Context: an optimization exercise on an open-source flow, tuned for small area. The choices shown serve that exercise and are no tape-out recipe. The RTL was checked by simulation tests, not by an equivalence proof against the original design.

==> trial 15 <==
==> flow/design.v (excerpt) <==
module System
(
    input logic clk, rst,
    input logic mode,  
    input logic[1:0] stage,  
    input logic on_off,  
    input logic detect,  
    input logic compile,  
    input logic run,  
    input logic[3:0] row,
    output logic[3:0] col,
    input logic A_ENC, B_ENC,
    input logic btn, swt,
    input logic led_in,
    input logic sda_in,  
    output logic sda_out, sda_oe,  
    output logic sclk_c, led_en,
    output logic sclk_o, mosi, cs,
    output logic vcc_en, pmod_en, dc, res,
    output logic R, G, B,
    output logic[7:0] AN, C,
    output logic[2:0] mem_addr
);
logic WE_bar_0;
logic[2:0] RF_Addr;
logic[31:0] entrdCommand;
logic[31:0] DataOut;
logic[2:0] Addr_RF;
logic[2:0] rgb;
logic WE_bar_1, cmpl_done, compl;
logic[2:0] IS_RF_Addr;
logic[16:0] cmpldCommand;
logic[16:0] exeCommand;
logic[2:0] Addr_IS;
logic oled_draw, oled_rdy, oled_sel;
logic[16:0] oled_IR;
logic exe;
logic[2:0] IS_Addr;
assign mem_addr = (stage == 0 || stage == 1) ? Addr_RF : Addr_IS;
assign Addr_RF = (stage == 0) ? RF_Addr : (stage == 1) ? IS_RF_Addr : 3'd0;
assign Addr_IS = (stage == 1) ? IS_RF_Addr : (stage == 2) ? IS_Addr : 3'd0;
assign compl = (stage == 1) ? compile : 1'b0;
assign exe = (stage == 2) ? run : 1'b0;
IColor PmodCOLOR(.clk(clk), .rst(~rst), .detect(detect), .led_in(led_in), .sda_in(sda_in), .sda_out(sda_out), .sda_oe(sda_oe), .sclk(sclk_c), .led_en(led_en), .R(R), .G(G), .B(B),
                 .rgb(rgb));
Programmer code_writer(.clk(clk), .rst(~rst), .mode(mode), .stage(stage), .row(row), .col(col), .A(A_ENC), .B(B_ENC), .btn(btn), .swt(swt),
                       .AN(AN), .C(C), .WE_bar(WE_bar_0), .Addr(RF_Addr), .entrdCommand(entrdCommand), .RF_Data(DataOut));
MemoryChip reg_file(.clk(clk), .rst(~rst), .WE_bar(WE_bar_0), .Address(Addr_RF), .DataIn(entrdCommand), .DataOut(DataOut));
  ...
==> module ExecModule, before the edit <==
module ExecModule
(
    input logic clk, rst,
    input logic rdy_oled, rdy_compiler, run,
    input logic[16:0] DataIn,
    output logic draw,
    output logic[2:0] Addr,
    output logic[16:0] IR,
    output logic osel
);
logic pRun;
Pedge peRun(.clk(clk), .rst(rst), .signal(run), .pedge(pRun));
typedef enum logic[2:0] {IDLE, S0, S1, S2, S3, S4} state_t;
state_t state;
logic sel_oIR;
assign draw = (state == S2) || (state == S4);
always_ff @(posedge clk) begin
    if(rst) begin
        IR <= {2'b00, 3'b100, 12'h0};
        Addr <= 0;
        sel_oIR <= 1'b0;
        osel <= 1'b0;
        state <= IDLE;
    end else begin
        osel <= sel_oIR;
        if(state == S1) begin
            IR <= DataIn;
            Addr <= Addr + 1;
        end
        case(state)
            IDLE: begin
                if(rdy_compiler & rdy_oled & pRun) state <= S0;
            end
            S0: begin
                sel_oIR <= 1'b0;
                state <= S1;
            end
            S1: state <= S2;
            S2: state <= S3;
            S3: begin
                if(rdy_oled) begin
                    sel_oIR <= 1'b1;
                    state <= S4;
                end
            end
            S4: begin
                sel_oIR <= 1'b1;
                state <= IDLE;
            end
            default: state <= IDLE;
        endcase
    end
end
endmodule
export LEC_CHECK = 0
export CAP_MARGIN = 20
export CORE_MARGIN = 2
export CORE_UTILIZATION = 40
export SLEW_MARGIN = 20
create_clock -name core_clock -period 20.0 [get_ports {clk}]
standard.sh (not shown) runs the stock make flow with config.mk's settings and CLKGATE_MAP_FILE= SYNTH_SCRIPT=/design/flow/synth_recipe.tcl, a recipe that flattens the netlist after the stock synthesis.
==> flow/flow/run.sh <==
#!/bin/bash
# The standard layout (the standard.sh, standard synthesis unchanged) with
# two changes:
#  - before the placement's repair_design, flow/downsize.tcl gives the
#    combinational cells their smallest size and the port buffers buf_1;
#    repair_design then fixes slew and capacitance as usual;
#  - clock tree synthesis adds no dummy loads and builds the tree from
#    clkbuf_4 cells driving clusters of up to 8 flip-flops.
# Every tool's output goes to standard_flow.log here, and ORFS's own logs
# stay under orfs/logs.
set -euo pipefail
cd "$(dirname "$0")/.."
CTS="-sink_clustering_enable -repair_clock_nets -dont_use_dummy_load"
CTS="$CTS -buf_list sky130_fd_sc_hd__clkbuf_4 -sink_clustering_size 8 -sink_clustering_max_diameter 40"
bash standard.sh "CTS_ARGS=$CTS" "PRE_RESIZE_TCL=$PWD/flow/downsize.tcl" finish > standard_flow.log 2>&1
test -f out/final.def
Other scripts of this flow, unchanged in this note and not shown: flow/flow/downsize.tcl
==> trial 39: changes against trial 15 <==
--- a/flow/design.v
+++ b/flow/design.v
@@ -1246,3 +1246,3 @@
 state_t state;
-logic sel_oIR;
+assign osel = (state != S3);
 assign draw = (state == S2) || (state == S4);
@@ -1252,7 +1252,4 @@
         Addr <= 0;
-        sel_oIR <= 1'b0;
-        osel <= 1'b0;
         state <= IDLE;
     end else begin
-        osel <= sel_oIR;
         if(state == S1) begin
@@ -1265,6 +1262,3 @@
             end
-            S0: begin
-                sel_oIR <= 1'b0;
-                state <= S1;
-            end
+            S0: state <= S1;
             S1: state <= S2;
@@ -1272,11 +1266,5 @@
             S3: begin
-                if(rdy_oled) begin
-                    sel_oIR <= 1'b1;
-                    state <= S4;
-                end
-            end
-            S4: begin
-                sel_oIR <= 1'b1;
-                state <= IDLE;
+                if(rdy_oled) state <= S4;
             end
+            S4: state <= IDLE;
             default: state <= IDLE;
--- a/flow/flow/run.sh
+++ b/flow/flow/run.sh
@@ -1,4 +1,7 @@
 #!/bin/bash
-# The standard layout (the standard.sh, standard synthesis unchanged) with
-# two changes:
+# The standard layout (standard.sh) with three changes:
+#  - after the standard synthesis, flow/resyn.sh re-synthesises its
+#    combinational logic for area with ABC (flow/abc_area.script), keeping
+#    every register cell and name, and proves the result equal to the
+#    standard netlist; if anything fails the standard netlist is kept;
 #  - before the placement's repair_design, flow/downsize.tcl gives the
@@ -8,6 +11,16 @@
 #    clkbuf_4 cells driving clusters of up to 8 flip-flops.
-# Every tool's output goes to standard_flow.log here, and ORFS's own logs
-# stay under orfs/logs.
+# Each tool's output goes to a log file here: std_synth.log, resyn_yosys.log,
+# equiv_yosys.log and standard_flow.log (ORFS's own logs stay in orfs/logs).
 set -euo pipefail
 cd "$(dirname "$0")/.."
+bash standard.sh synth > std_synth.log 2>&1
+R=orfs/results/sky130hd/System/base
+cp $R/1_2_yosys.v std_1_2_yosys.v
+if bash flow/resyn.sh "$PWD/std_1_2_yosys.v" "$PWD/resyn.v" > resyn.log 2>&1; then
+  cp resyn.v $R/1_2_yosys.v
+  rm -f $R/1_synth.odb
+  echo "resynthesised netlist in use" >> resyn.log
+else
+  echo "resynthesis failed: standard netlist in use" >> resyn.log
+fi
 CTS="-sink_clustering_enable -repair_clock_nets -dont_use_dummy_load"
==> flow/flow/abc_area.script (new file) <==
strash
dc2
&get -n
&st
&dch -f
&nf -p
&put
mfs2
strash
dch -f
amap
mfs2
strash
dc2
dch -f
amap
mfs2
strash
dch -f
amap
topo
==> flow/flow/dontuse.txt (new file) <==
-dont_use sky130_fd_sc_hd__probe_p_8 -dont_use sky130_fd_sc_hd__probec_p_8 -dont_use sky130_fd_sc_hd__lpflow_bleeder_1 -dont_use sky130_fd_sc_hd__lpflow_clkbufkapwr_1 -dont_use sky130_fd_sc_hd__lpflow_clkbufkapwr_16 -dont_use sky130_fd_sc_hd__lpflow_clkbufkapwr_2 -dont_use sky130_fd_sc_hd__lpflow_clkbufkapwr_4 -dont_use sky130_fd_sc_hd__lpflow_clkbufkapwr_8 -dont_use sky130_fd_sc_hd__lpflow_clkinvkapwr_1 -dont_use sky130_fd_sc_hd__lpflow_clkinvkapwr_16 -dont_use sky130_fd_sc_hd__lpflow_clkinvkapwr_2 -dont_use sky130_fd_sc_hd__lpflow_clkinvkapwr_4 -dont_use sky130_fd_sc_hd__lpflow_clkinvkapwr_8 -dont_use sky130_fd_sc_hd__lpflow_decapkapwr_12 -dont_use sky130_fd_sc_hd__lpflow_decapkapwr_3 -dont_use sky130_fd_sc_hd__lpflow_decapkapwr_4 -dont_use sky130_fd_sc_hd__lpflow_decapkapwr_6 -dont_use sky130_fd_sc_hd__lpflow_decapkapwr_8 -dont_use sky130_fd_sc_hd__lpflow_inputiso0n_1 -dont_use sky130_fd_sc_hd__lpflow_inputiso0p_1 -dont_use sky130_fd_sc_hd__lpflow_inputiso1n_1 -dont_use sky130_fd_sc_hd__lpflow_inputiso1p_1 -dont_use sky130_fd_sc_hd__lpflow_inputisolatch_1 -dont_use sky130_fd_sc_hd__lpflow_isobufsrc_1 -dont_use sky130_fd_sc_hd__lpflow_isobufsrc_16 -dont_use sky130_fd_sc_hd__lpflow_isobufsrc_2 -dont_use sky130_fd_sc_hd__lpflow_isobufsrc_4 -dont_use sky130_fd_sc_hd__lpflow_isobufsrc_8 -dont_use sky130_fd_sc_hd__lpflow_isobufsrckapwr_16 -dont_use sky130_fd_sc_hd__lpflow_lsbuf_lh_hl_isowell_tap_1 -dont_use sky130_fd_sc_hd__lpflow_lsbuf_lh_hl_isowell_tap_2 -dont_use sky130_fd_sc_hd__lpflow_lsbuf_lh_hl_isowell_tap_4 -dont_use sky130_fd_sc_hd__lpflow_lsbuf_lh_isowell_4 -dont_use sky130_fd_sc_hd__lpflow_lsbuf_lh_isowell_tap_1 -dont_use sky130_fd_sc_hd__lpflow_lsbuf_lh_isowell_tap_2 -dont_use sky130_fd_sc_hd__lpflow_lsbuf_lh_isowell_tap_4 -dont_use sky130_fd_sc_hd__fill_1 -dont_use sky130_fd_sc_hd__fill_2 -dont_use sky130_fd_sc_hd__fill_4 -dont_use sky130_fd_sc_hd__fill_8 
==> flow/flow/equiv.ys.in (new file) <==
# Proves the re-synthesised netlist equal to the standard one, register by
# register (the registers are matched by name).
read_liberty -ignore_miss_func @LIB@
read_verilog @NET@
rename System gold
read_verilog @OUT@
rename System gate
flatten
opt_clean
async2sync
equiv_make gold gate equiv
hierarchy -top equiv
equiv_simple -seq 1
equiv_status -assert
==> flow/flow/resyn.sh (new file) <==
#!/bin/bash
# usage: resyn.sh NETLIST OUT  (run from the flow folder)
set -euo pipefail
HERE=$(cd "$(dirname "$0")" && pwd)
NET=$1; OUT=$2
LIB=${FLOW_HOME:-/OpenROAD-flow-scripts/flow}/platforms/sky130hd/lib/sky130_fd_sc_hd__tt_025C_1v80.lib
YOSYS=${YOSYS_EXE:-$(command -v yosys || echo ${FLOW_HOME:-/OpenROAD-flow-scripts/flow}/../tools/install/yosys/bin/yosys)}
KEEP=$(grep -o 'sky130_fd_sc_hd__[a-z0-9_]*' "$NET" | sort -u | grep -E '__(dfxtp|edfxtp|dfrtp|dfstp|dfxbp|sdfxtp|dlxtp|conb)_' | tr '\n' ' ')
sed -e "s|@LIB@|$LIB|g" -e "s|@NET@|$NET|g" -e "s|@OUT@|$OUT|g" -e "s|@SCRIPT@|$HERE/abc_area.script|g" \
    -e "s|@DONTUSE@|$(cat $HERE/dontuse.txt)|g" -e "s|@KEEP@|$KEEP|g" $HERE/resyn.ys.in > resyn.ys
"$YOSYS" -s resyn.ys > resyn_yosys.log 2>&1
sed -e "s|@LIB@|$LIB|g" -e "s|@NET@|$NET|g" -e "s|@OUT@|$OUT|g" $HERE/equiv.ys.in > equiv.ys
"$YOSYS" -s equiv.ys > equiv_yosys.log 2>&1
==> flow/flow/resyn.ys.in (new file) <==
# Re-synthesises the combinational logic of the standard synthesis netlist for
# area. Registers (and the tie cell) are kept as they are: same cells, same
# instance names. @LIB@, @NET@, @OUT@, @SCRIPT@, @DONTUSE@ and @KEEP@ are
# filled in by run.sh.
read_liberty -ignore_miss_func @LIB@
read_verilog @NET@
hierarchy -top System
setattr -mod -set keep_hierarchy 1 @KEEP@
flatten
delete t:$scopeinfo
opt_clean
select System
abc -liberty @LIB@ @DONTUSE@ -script @SCRIPT@
opt_clean -purge
select -clear
hilomap -singleton -hicell sky130_fd_sc_hd__conb_1 HI -locell sky130_fd_sc_hd__conb_1 LO
splitnets
opt_clean -purge
insbuf -buf sky130_fd_sc_hd__buf_4 A X
delete @KEEP@
tee -o @OUT@.stat stat -liberty @LIB@
write_verilog -noattr -nohex -nodec @OUT@
==> results_dict.tcl <==
set metrics [dict create \
    outcome "finished clean" \
    avgSynthCellArea_um2 10.8 \
    final-seq-area_mm2 0.0205 \
    sh_seq_area_pct 57.8 \
    worst_pin_slew_ps 1090 \
    combinationalPowerShare_pct 13.0 \
    ir_worst_vdd_v 0.0000469 \
]
Source of the figures above: trial 39

==> results_dict.tcl <==
set metrics [dict create \
    final-seq-area_mm2 0.0205 \
    crit_path_max_incr_delay_ps 720 \
    worst_pin_slew_ps 1060 \
    ir_worst_vdd_v 0.0000499 \
    cp-startpoint "stage[0]" \
    outcome "finished clean" \
]
Source of the figures above: trial 15

[what the ideal ports hide]
How much do the figures lean on ideal ports? The routed layouts below were timed once more, with nothing changed but the port constraints.
Step 1 assumes that a clkbuf_16 drives the clock port and a buf_2 every other input.
Step 2 moves the port delays by t, midway between the first and last clock arrival at a register: inputs arrive t later, outputs are due t later. That takes back most of the time a late clock gives input paths.
Three values: no drivers, after step 1, after step 2; two values: the first two.
run | t (ns) | slack for setup (ns) | latest minus earliest clock arrival (ns) | worst slew at a driven data input, ns
trial 15 | 1.026 | 7.219 / 7.192 / 7.192 | 0.135 / 0.135 | 0.06
trial 39 | 0.994 | 6.889 / 6.813 / 6.813 | 0.150 / 0.151 | 0.12
After both steps every run listed still meets setup and hold. For trial 39, which loses most, drivers alone change the setup slack by -0.076 ns; drivers and shift together by -0.076 ns.
